From an optimization exercise on the open Yosys and OpenROAD flow, aimed at small area; shortcuts taken in it are not production practice.
Function was checked by simulation only, so behaviour that the tests miss may differ from the original.
No activity file was given, so power comes from the tool's default toggle rates.

$ cat flow/config.mk
export PLATFORM = sky130hd
export DESIGN_NAME = cic_filter
export DESIGN_NICKNAME = cic_filter
export VERILOG_FILES = /design/flow/design.v
export SDC_FILE = /design/flow/constraint.sdc
export NUM_CORES = 4
export LEC_CHECK = 0
export CAP_MARGIN = 20
export CORE_MARGIN = 2
export CORE_UTILIZATION = 70
export CTS_BUF_LIST = sky130_fd_sc_hd__clkbuf_8
export PLACE_DENSITY = 0.72
export SLEW_MARGIN = 20
$ cat flow/design.v
module cic_filter #(
    parameter INPUT_WIDTH  = 5,
    parameter R            = 16,
    parameter N            = 15,
    parameter M            = 1,
    parameter INTERNAL_WIDTH = INPUT_WIDTH + N * $clog2(R*M)
)(
    input  wire                          clk,
    input  wire                          rst_n,
    input  wire                          in_valid,
    input  wire signed [INPUT_WIDTH-1:0] in_data,
    output reg                           out_valid,
    output wire signed [INTERNAL_WIDTH-1:0] out_data
);
    localparam W  = INTERNAL_WIDTH;    
    localparam NS = 3;                 
    localparam L  = N;                 
    localparam S0 = 22, S1 = 22, S2 = W - S0 - S1;
    function integer LO(input integer s);
        LO = (s == 0) ? 0 : (s == 1) ? S0 : S0 + S1;
    endfunction
    function integer SW(input integer s);
        SW = (s == 0) ? S0 : (s == 1) ? S1 : S2;
    endfunction
    genvar s, k;
    reg  [INPUT_WIDTH-1:0] xr;       
    reg  [NS-1:0] g;                 
    reg  [NS-1:0] gn;                
    reg  [NS-1:1] gsign;             
    reg  [3:0]    cnt;               
    wire ev0 = g[0] & (cnt == R-1);  
    reg  [NS-1:1] ev;                
    always @(posedge clk or negedge rst_n) begin
        if (!rst_n) begin
            xr <= 0;
            g <= 0;
            gn <= {NS{1'b1}};
            gsign <= 0;
            ev <= 0;
            cnt <= 0;
        end else begin
            xr <= in_valid ? in_data : {INPUT_WIDTH{1'b0}};
            g <= {g[NS-2:0], in_valid};
            gn <= {gn[NS-2:0], ~in_valid};
            gsign <= {gsign[NS-2:1], xr[INPUT_WIDTH-1]};
            ev <= {ev[NS-2:1], ev0};
            if (g[0]) cnt <= cnt + 1'b1;
        end
    end
    localparam [N*W-1:0] IMASK = 975'h60000280000800003000014000040000180000a0000200000c00005000010000060000280000800003000014000040000180000a0000200000c00005000010000060000280000800003000014000040000180000a0000200000c00005000010000060000280000800003000014000040000180000600000;
    reg  [N*W-1:0]  istore;
    wire [N*W-1:0]  integ = istore ^ IMASK;
    reg  [N*NS-1:0] icarry;    
    generate
        for (s = 0; s < NS; s = s + 1) begin : iseg
            for (k = 0; k < N; k = k + 1) begin : istage
                wire [SW(s)-1:0] addend;
                wire             cin;
                if (k == 0) begin : first
                    if (s == 0)
                        assign addend = {{(SW(0)-INPUT_WIDTH){xr[INPUT_WIDTH-1]}}, xr};
                    else
                        assign addend = {SW(s){gsign[s]}};
                end else begin : rest
                    assign addend = ~(integ[(k-1)*W+LO(s) +: SW(s)] | {SW(s){gn[s]}});
                end
                if (s == 0) begin : c0
                    assign cin = (k == 0) ? 1'b0 : g[0];
                end else begin : cn
                    assign cin = icarry[k*NS+s];
                end
                wire [SW(s):0] sum;
                cic_rca #(.WIDTH(SW(s))) add (.a(integ[k*W+LO(s) +: SW(s)]), .b(addend), .ci(cin), .s(sum));
                always @(posedge clk or negedge rst_n) begin
                    if (!rst_n) begin
                        istore[k*W+LO(s) +: SW(s)] <= IMASK[k*W+LO(s) +: SW(s)];
                    end else begin
                        istore[k*W+LO(s) +: SW(s)] <= sum[SW(s)-1:0] ^ IMASK[k*W+LO(s) +: SW(s)];
                    end
                end
                if (s < NS-1) begin : cout
                    always @(posedge clk or negedge rst_n) begin
                        if (!rst_n) icarry[k*NS+s+1] <= 1'b0;
                        else        icarry[k*NS+s+1] <= sum[SW(s)];
                    end
                end
            end
        end
    endgenerate
    reg [W-1:0] dlat;
    generate
        for (s = 0; s < NS; s = s + 1) begin : dseg
            wire le;
            if (s == 0) begin : l0
                assign le = ev0;
            end else begin : ln
                assign le = ev[s];
            end
            always @(posedge clk) begin
                if (le) dlat[LO(s) +: SW(s)] <= integ[(N-1)*W+LO(s) +: SW(s)];
            end
        end
    endgenerate
    reg [3:0] ph;         
    reg       dpend;      
    reg       busy;       
    reg       started;    
    wire step0  = (ph == 0) & dpend;
    wire proc0  = (ph == 0) ? dpend : busy;
    wire last0  = (ph == L-1) & busy;
    wire pre0   = ~started;
    always @(posedge clk or negedge rst_n) begin
        if (!rst_n) begin
            ph <= 0;
            dpend <= 0;
            busy <= 0;
            started <= 0;
        end else begin
            ph <= (ph == L-1) ? 4'd0 : ph + 1'b1;
            if (ev0) dpend <= 1'b1;
            else if (ph == 0) dpend <= 1'b0;
            if (ph == 0) busy <= dpend;
            else if (ph == L-1) busy <= 1'b0;
            if (step0) started <= 1'b1;
        end
    end
    reg [NS-1:1] step_d, proc_d, last_d, pre_d;
    always @(posedge clk or negedge rst_n) begin
        if (!rst_n) begin
            step_d <= 0; proc_d <= 0; last_d <= 0; pre_d <= {(NS-1){1'b1}};
        end else begin
            step_d  <= {step_d[NS-2:1],  step0};
            proc_d  <= {proc_d[NS-2:1],  proc0};
            last_d  <= {last_d[NS-2:1],  last0};
            pre_d   <= {pre_d[NS-2:1],   pre0};
        end
    end
    reg  [L*W-1:0] rp;    
    reg  [L*W-1:0] rq;    
    reg  [W-1:0] acc;           
    reg  [NS-1:1] ccarry;       
    wire [W-1:0] p_in;          
    wire [W-1:0] q_in;          
    wire [W-1:0] q_new;         
    generate
        for (s = 0; s < NS; s = s + 1) begin : cseg
            wire st, pr, la, pz, cin;
            if (s == 0) begin : c0
                assign st = step0; assign pr = proc0; assign la = last0; assign pz = pre0;
                assign cin = 1'b1;
            end else begin : cn
                assign st = step_d[s]; assign pr = proc_d[s]; assign la = last_d[s]; assign pz = pre_d[s];
                assign cin = ccarry[s];
            end
            wire [SW(s)-1:0] src  = st ? dlat[LO(s) +: SW(s)] : ~acc[LO(s) +: SW(s)];
            wire [SW(s)-1:0] pnot = ~rp[LO(s) +: SW(s)];
            wire [SW(s):0]   dif;
            cic_rca #(.WIDTH(SW(s))) sub (.a(src), .b(pnot), .ci(cin), .s(dif));
            assign p_in[LO(s) +: SW(s)] = pr ? src : pz ? {SW(s){1'b0}} : rp[LO(s) +: SW(s)];
            wire [SW(s)-1:0] qshift = proc0 ? rq[W+LO(s) +: SW(s)] :
                                      pre0  ? {SW(s){1'b0}} : rq[LO(s) +: SW(s)];
            if (s == 0) begin : q0
                assign q_in[LO(s) +: SW(s)]  = la ? dif[SW(s)-1:0] : qshift;
                assign q_new[LO(s) +: SW(s)] = {SW(s){1'b0}};
            end else begin : qn
                assign q_in[LO(s) +: SW(s)]  = qshift;
                assign q_new[LO(s) +: SW(s)] = la ? dif[SW(s)-1:0] : rq[(L-s)*W+LO(s) +: SW(s)];
            end
            always @(posedge clk) begin
                acc[LO(s) +: SW(s)] <= ~dif[SW(s)-1:0];
            end
            if (s < NS-1) begin : cout
                always @(posedge clk) ccarry[s+1] <= dif[SW(s)];
            end
        end
    endgenerate
    always @(posedge clk) begin
        rp <= {p_in, rp[L*W-1:W]};
    end
    generate
        for (k = 0; k < L; k = k + 1) begin : qpos
            for (s = 0; s < NS; s = s + 1) begin : qseg
                always @(posedge clk) begin
                    if (k == L-1)
                        rq[k*W+LO(s) +: SW(s)] <= q_in[LO(s) +: SW(s)];
                    else if (s > 0 && k == L-1-s)
                        rq[k*W+LO(s) +: SW(s)] <= q_new[LO(s) +: SW(s)];
                    else
                        rq[k*W+LO(s) +: SW(s)] <= rq[(k+1)*W+LO(s) +: SW(s)];
                end
            end
        end
    endgenerate
    wire step0_next = (ph == L-1) & (dpend | ev0);
    always @(posedge clk or negedge rst_n) begin
        if (!rst_n) out_valid <= 1'b0;
        else        out_valid <= step0_next;
    end
    assign out_data = rq[W-1:0];
endmodule
module cic_rca #(
    parameter WIDTH = 8
)(
    input  wire [WIDTH-1:0] a,
    input  wire [WIDTH-1:0] b,
    input  wire             ci,
    output wire [WIDTH:0]   s
);
    wire [WIDTH:0] c;
    assign c[0] = ci;
    genvar i;
    generate
        for (i = 0; i < WIDTH; i = i + 1) begin : fa
            assign s[i]   = a[i] ^ b[i] ^ c[i];
            assign c[i+1] = (a[i] & b[i]) | (a[i] & c[i]) | (b[i] & c[i]);
        end
    endgenerate
    assign s[WIDTH] = c[WIDTH];
endmodule
$ cat flow/flow/run.sh
#!/bin/bash
# The standard layout (standard.sh), with two changes:
#  - clock tree synthesis uses larger sink clusters and adds no dummy loads;
#  - the port buffers are the smallest buffer cell.
# Each tool's full output is in the ORFS logs under orfs/logs; make's own
# output is in standard.log.
export CTS_ARGS="-sink_clustering_enable -repair_clock_nets -dont_use_dummy_load -buf_list sky130_fd_sc_hd__clkbuf_8 -sink_clustering_size 16 -sink_clustering_max_diameter 50"
export BUFFER_PORTS_ARGS="-buffer_cell sky130_fd_sc_hd__buf_1"
bash standard.sh > standard.log 2>&1
$ cat flow/constraint.sdc
create_clock -name core_clock -period 15.0 [get_ports {clk}]
set_input_delay 3.0000 -clock core_clock [delete_from_list [all_inputs] [get_ports {clk}]]
set_output_delay 3.0000 -clock core_clock [all_outputs]
set_load 0.01 [all_outputs]
$ cat flow/standard.sh
#!/bin/bash
# synth_recipe.tcl (not shown) runs the flow's synth.tcl, then flattens the netlist and writes it again
# the make line also repeats each setting of config.mk as NAME=value (left out here)
make -C /OpenROAD-flow-scripts/flow DESIGN_CONFIG=/design/flow/config.mk WORK_HOME=/design/flow/orfs CLKGATE_MAP_FILE= SYNTH_SCRIPT=/design/flow/synth_recipe.tcl "${@:-finish}"
==> metrics.md <==
| Metric | Value |
|---|---|
| CP Launch Type | `register` |
| Layout overhead on the synthesized area | `5.105%` |
| Compound-Gate Fraction of Synth Area | `around 1.2%` |
| Die Ht | `around 380 um` |
| Crit end category | `register` |
| Drt initial violations | `2,183` |
| Die Width | `377.1 um` |
| Post-cts hold buffer count | `0` |
| ANT nets after route | `0` |
| Post-synthesis simple-gate area fraction | `under 10%` |
| Crit Path Category | `register to register` |
| Clk slew on worst S/H paths | `roughly 0.090 ns` |
| Clk root buf | `clkbuf_8` |
| Core area | `0.1378 mm^2` |
| Vias in the first global route | `around 43,000` |
| H-Tree Level Count | `4` |
| Router iterations before antenna repair | `5` |
| Fin crit share | `77.46%` |
| Hold depth | `0` |
| Post-synthesis sequential area ratio | `a little over two thirds` |
| GP Congestion | `about 0.76` |
| Vias per cell | `approximately 5` |
| Overall Power | `~0.022 W` |
| R2r setup slk | `approximately 3.4 ns` |
| Post_cts resized | `0` |
| Post-synth top flop | `dfxtp_1` |
| Die area | `between 0.1 and 0.15 mm^2` |
| Final HPWL DP | `approximately 83 mm` |
| Via count | `a little under 40,000` |
| Mapped Area | `~0.1 mm^2` |
| Cells after Synth | `about 6,100` |
| Yosys cell types | `36` |
| Critical Path RT | `~16 ns` |
| Power Dens Cells | `roughly 220 mW/mm^2` |
| CP dominant cell by count | `fa_1` |
| HP Class | `register to register` |
| Net count after synthesis | `approximately 7,100` |
| Register bit count reported by yosys | `approximately 3,100` |
| Hold Crit Start | `rp[478]$_DFF_P_` |
| Status | `finished clean` |
| Largest net degree at the start of global routing | `around 260` |
| Largest family of logic cells by synthesized area | `adder cells` |
| Final setup fails | `0` |
| Worst r2r dst | `istore[498]$_DFF_PN1_` |
| Global-route wire length before repair | `about 220 mm` |
| Adder-cell share of the synthesized area | `21.03%` |
| Final Hold Fails | `0` |
| Postcts setup bufs | `0` |
| Initial antenna violation count | `3` |
| WHS Endpoint | `rp[413]$_DFF_P_` |
| Worst r2r path cells | `28` |
| Synth Area in XOR/XNOR | `less than 1%` |
| Worst slew pin tran | `slightly above 1 ns` |
| Sink Count | `~3,100` |
| Initial Util | `just over 70%` |
| Synth async-reset ratio | `33.27%` |
| WL final | `124.5 mm` |
| Arrival time worst endpoint | `around 12 ns` |
| DRC violations left | `0` |
| Critical R2R Launch | `gn[1]$_DFF_PN1_` |
| Final Max Tran Viols | `0` |
| Yosys Warn Count | `1` |
| Leakage | `about 44 nW` |
| GR Overflow Total | `0` |
| Final layout net count | `a little over 7,000` |
| Cell with the largest stage delay on the worst path | `dfstp_4` |
| Number of flops mapped to enable cells by yosys | `65` |
| Minimum clock period | `11.62 ns` |
| Ports | `74` |
| Post-synthesis mux area share | `less than 1%` |
| CTS buffer count | `229` |
| Commonest non-fill, non-tap cell in the layout | `dfxtp_1` |
| TNS Setup | `0 ns` |
| TritonCTS clock tree | `yes` |
| CTS max path bufs | `3` |
| CP max FO | `200` |
| Share of post-route cells with drive strength above 1 | `under 10%` |
| Post-Syn Area per Cell | `around 16 um^2` |
| Gr usage total | `a little under 20%` |
| Clk_skew | `approximately 0.087 ns` |
| Crit-path max cell delay | `~0.9 ns` |
| Max VDD drop | `0.0001110 V` |
| Maxcap violations | `0` |
| RSZ-0062 raised after global routing | `no` |
| Fmax | `86.07 MHz` |
| Row cnt | `~140` |
| Rel. slew slack | `between 30 and 40%` |
| Commonest non-fill, non-tap cells in the layout | `2,017 x dfxtp_1, 1,021 x fa_1, 958 x dfrtp_1, 905 x nor2_1, 229 x clkbuf_8` |
| Port bufs | `73` |
| Clock latency on the worst-skew pair | `approximately 0.95 ns` |
| Wire per inst | `about 16 um` |
layer usage:
| layer | up-vias | part of all wire (%) | wire length (um) | track usage [%] |
|---|---|---|---|---|
| met5 | - | 0 | 0 | 0 |
| met1 | 20401 | 50 | 62380 | 31.75 |
| met4 | 0 | 2.2 | 2730 | 5.411 |
| li1 | 18693 | - | - | - |
| met3 | 198 | 3.4 | 4205 | 3.355 |
| met2 | 410 | 44 | 55210 | 27.48 |
synth_stat cells, types with 6 or more instances:
| cell | instances | area share [%] |
|---|---|---|
| a21oi_1 | 136 | 0.70 |
| and2_1 | 6 | 0.039 |
| buf_1 | 11 | 0.042 |
| buf_2 | 12 | 0.062 |
| buf_4 | 66 | 0.51 |
| clkbuf_1 | 140 | 0.54 |
| dfrtp_1 | 959 | 25 |
| dfstp_2 | 79 | 2.1 |
| dfxtp_1 | 2017 | 41 |
| edfxtp_1 | 65 | 2.0 |
| fa_1 | 1021 | 21 |
| inv_1 | 198 | 0.76 |
| mux2i_1 | 21 | 0.22 |
| nand2_1 | 140 | 0.54 |
| nand2b_1 | 70 | 0.45 |
| nand3_1 | 90 | 0.46 |
| nor2_1 | 907 | 3.5 |
| o211ai_1 | 22 | 0.17 |
| o21ai_0 | 48 | 0.25 |
| xnor2_1 | 33 | 0.30 |
per-stage QoR:
step	setup WS, ns	hold WS, ns	util [%]	instance area [um^2]	instances
floorplan	4.464	0.3096	-	97420	6072
global placement	3.637	0.3096	71.93	99150	7739
detailed placement	3.498	0.3121	71.93	99150	7739
CTS	3.396	0.2396	74.22	102300	7968
global route	2.849	0.2482	74.28	102400	7972
finish	3.381	0.2545	74.29	102400	7975
flip-flops by register name, indices dropped and copies added, names as in the netlist, 3 cells and up:
| name | flops |
|---|---|
| istore | 975 |
| rp | 975 |
| rq | 975 |
| acc | 65 |
| dlat | 65 |
| icarry | 30 |
| xr | 5 |
| cnt | 4 |
| ph | 4 |
| gn | 3 |
cell type report:
type                            instances  area (um^2)
Sequential cell                      3120        68420
Clock buffer                          229         3152
Tap cell                             1794         2245
Multi-Input combinational cell       2524        27170
Antenna cell                            4        10.01
Timing Repair Buffer                  105        653.1
Fill cell                            8423        35440
Inverter                              199        748.2
where the power goes:
| group | switching [W] | total (W) | internal, W |
|---|---|---|---|
| Combinational | 0.00292 | 0.00537 | 0.00245 |
| Clock | 0.00231 | 0.00367 | 0.00136 |
| Sequential | 0.00162 | 0.0131 | 0.0115 |
worst max-delay path by stage:
stage | from | to | slack (ns) | cells past startpoint
after floorplan | gn[0]$_DFF_PN1_ | istore[151]$_DFF_PN1_ | 4.46 | 29
final | gn[1]$_DFF_PN1_ | istore[498]$_DFF_PN1_ | 3.38 | 28
after global placement | gn[1]$_DFF_PN1_ | istore[108]$_DFF_PN1_ | 3.64 | 27
after detailed placement | gn[1]$_DFF_PN1_ | istore[498]$_DFF_PN1_ | 3.50 | 27
after CTS | gn[1]$_DFF_PN1_ | istore[498]$_DFF_PN1_ | 3.40 | 27
after global routing | gn[1]$_DFF_PN1_ | istore[563]$_DFF_PN1_ | 2.85 | 28
worst max-delay path, delay by kind of cell (launching register included):
kind                     cells  cell delay, ns
AND/OR/NAND/NOR              1            0.16
flip-flops                   1            0.89
adder cells (fa/ha/maj)     22            9.11
buffers and inverters        5            0.99
cells by family (layout without fill, tap and decap cells):
logic type / Yosys count / count (layout)
flip-flops: 3120 / 3120
other: 0 / 4
buffers and inverters: 428 / 533
adder cells (fa/ha/maj): 1025 / 1025
multiplexers: 25 / 25
AO/OA/AOI/OAI: 216 / 216
XOR/XNOR: 36 / 36
AND/OR/NAND/NOR: 1222 / 1222

static timing again, ports no longer ideal:
The flow's constraints put no driver on any port. The routed layout listed below was extracted and timed again, unchanged, in two steps. Step 1 assumes that a clkbuf_16 drives the clock port and a buf_2 every other input. Step 2 moves the port delays by t, midway between the first and last clock arrival at a register: inputs arrive t later, outputs are due t later. That takes back most of the time a late clock gives input paths. a / b / c = ideal / step 1 / step 2; a / b = the first two.
t, ns: 0.956
slack for setup (ns): 3.381 / 3.381 / 3.381
clock arrival spread, ns: 0.125 / 0.126
slew at the worst register clock pin (ns): 0.10 / 0.10
worst slew at a driven data input, ns: 0.03
After both steps this run still meets setup and hold. For this run, drivers alone change the setup slack by 0.000 ns; drivers and shift together by 0.000 ns.
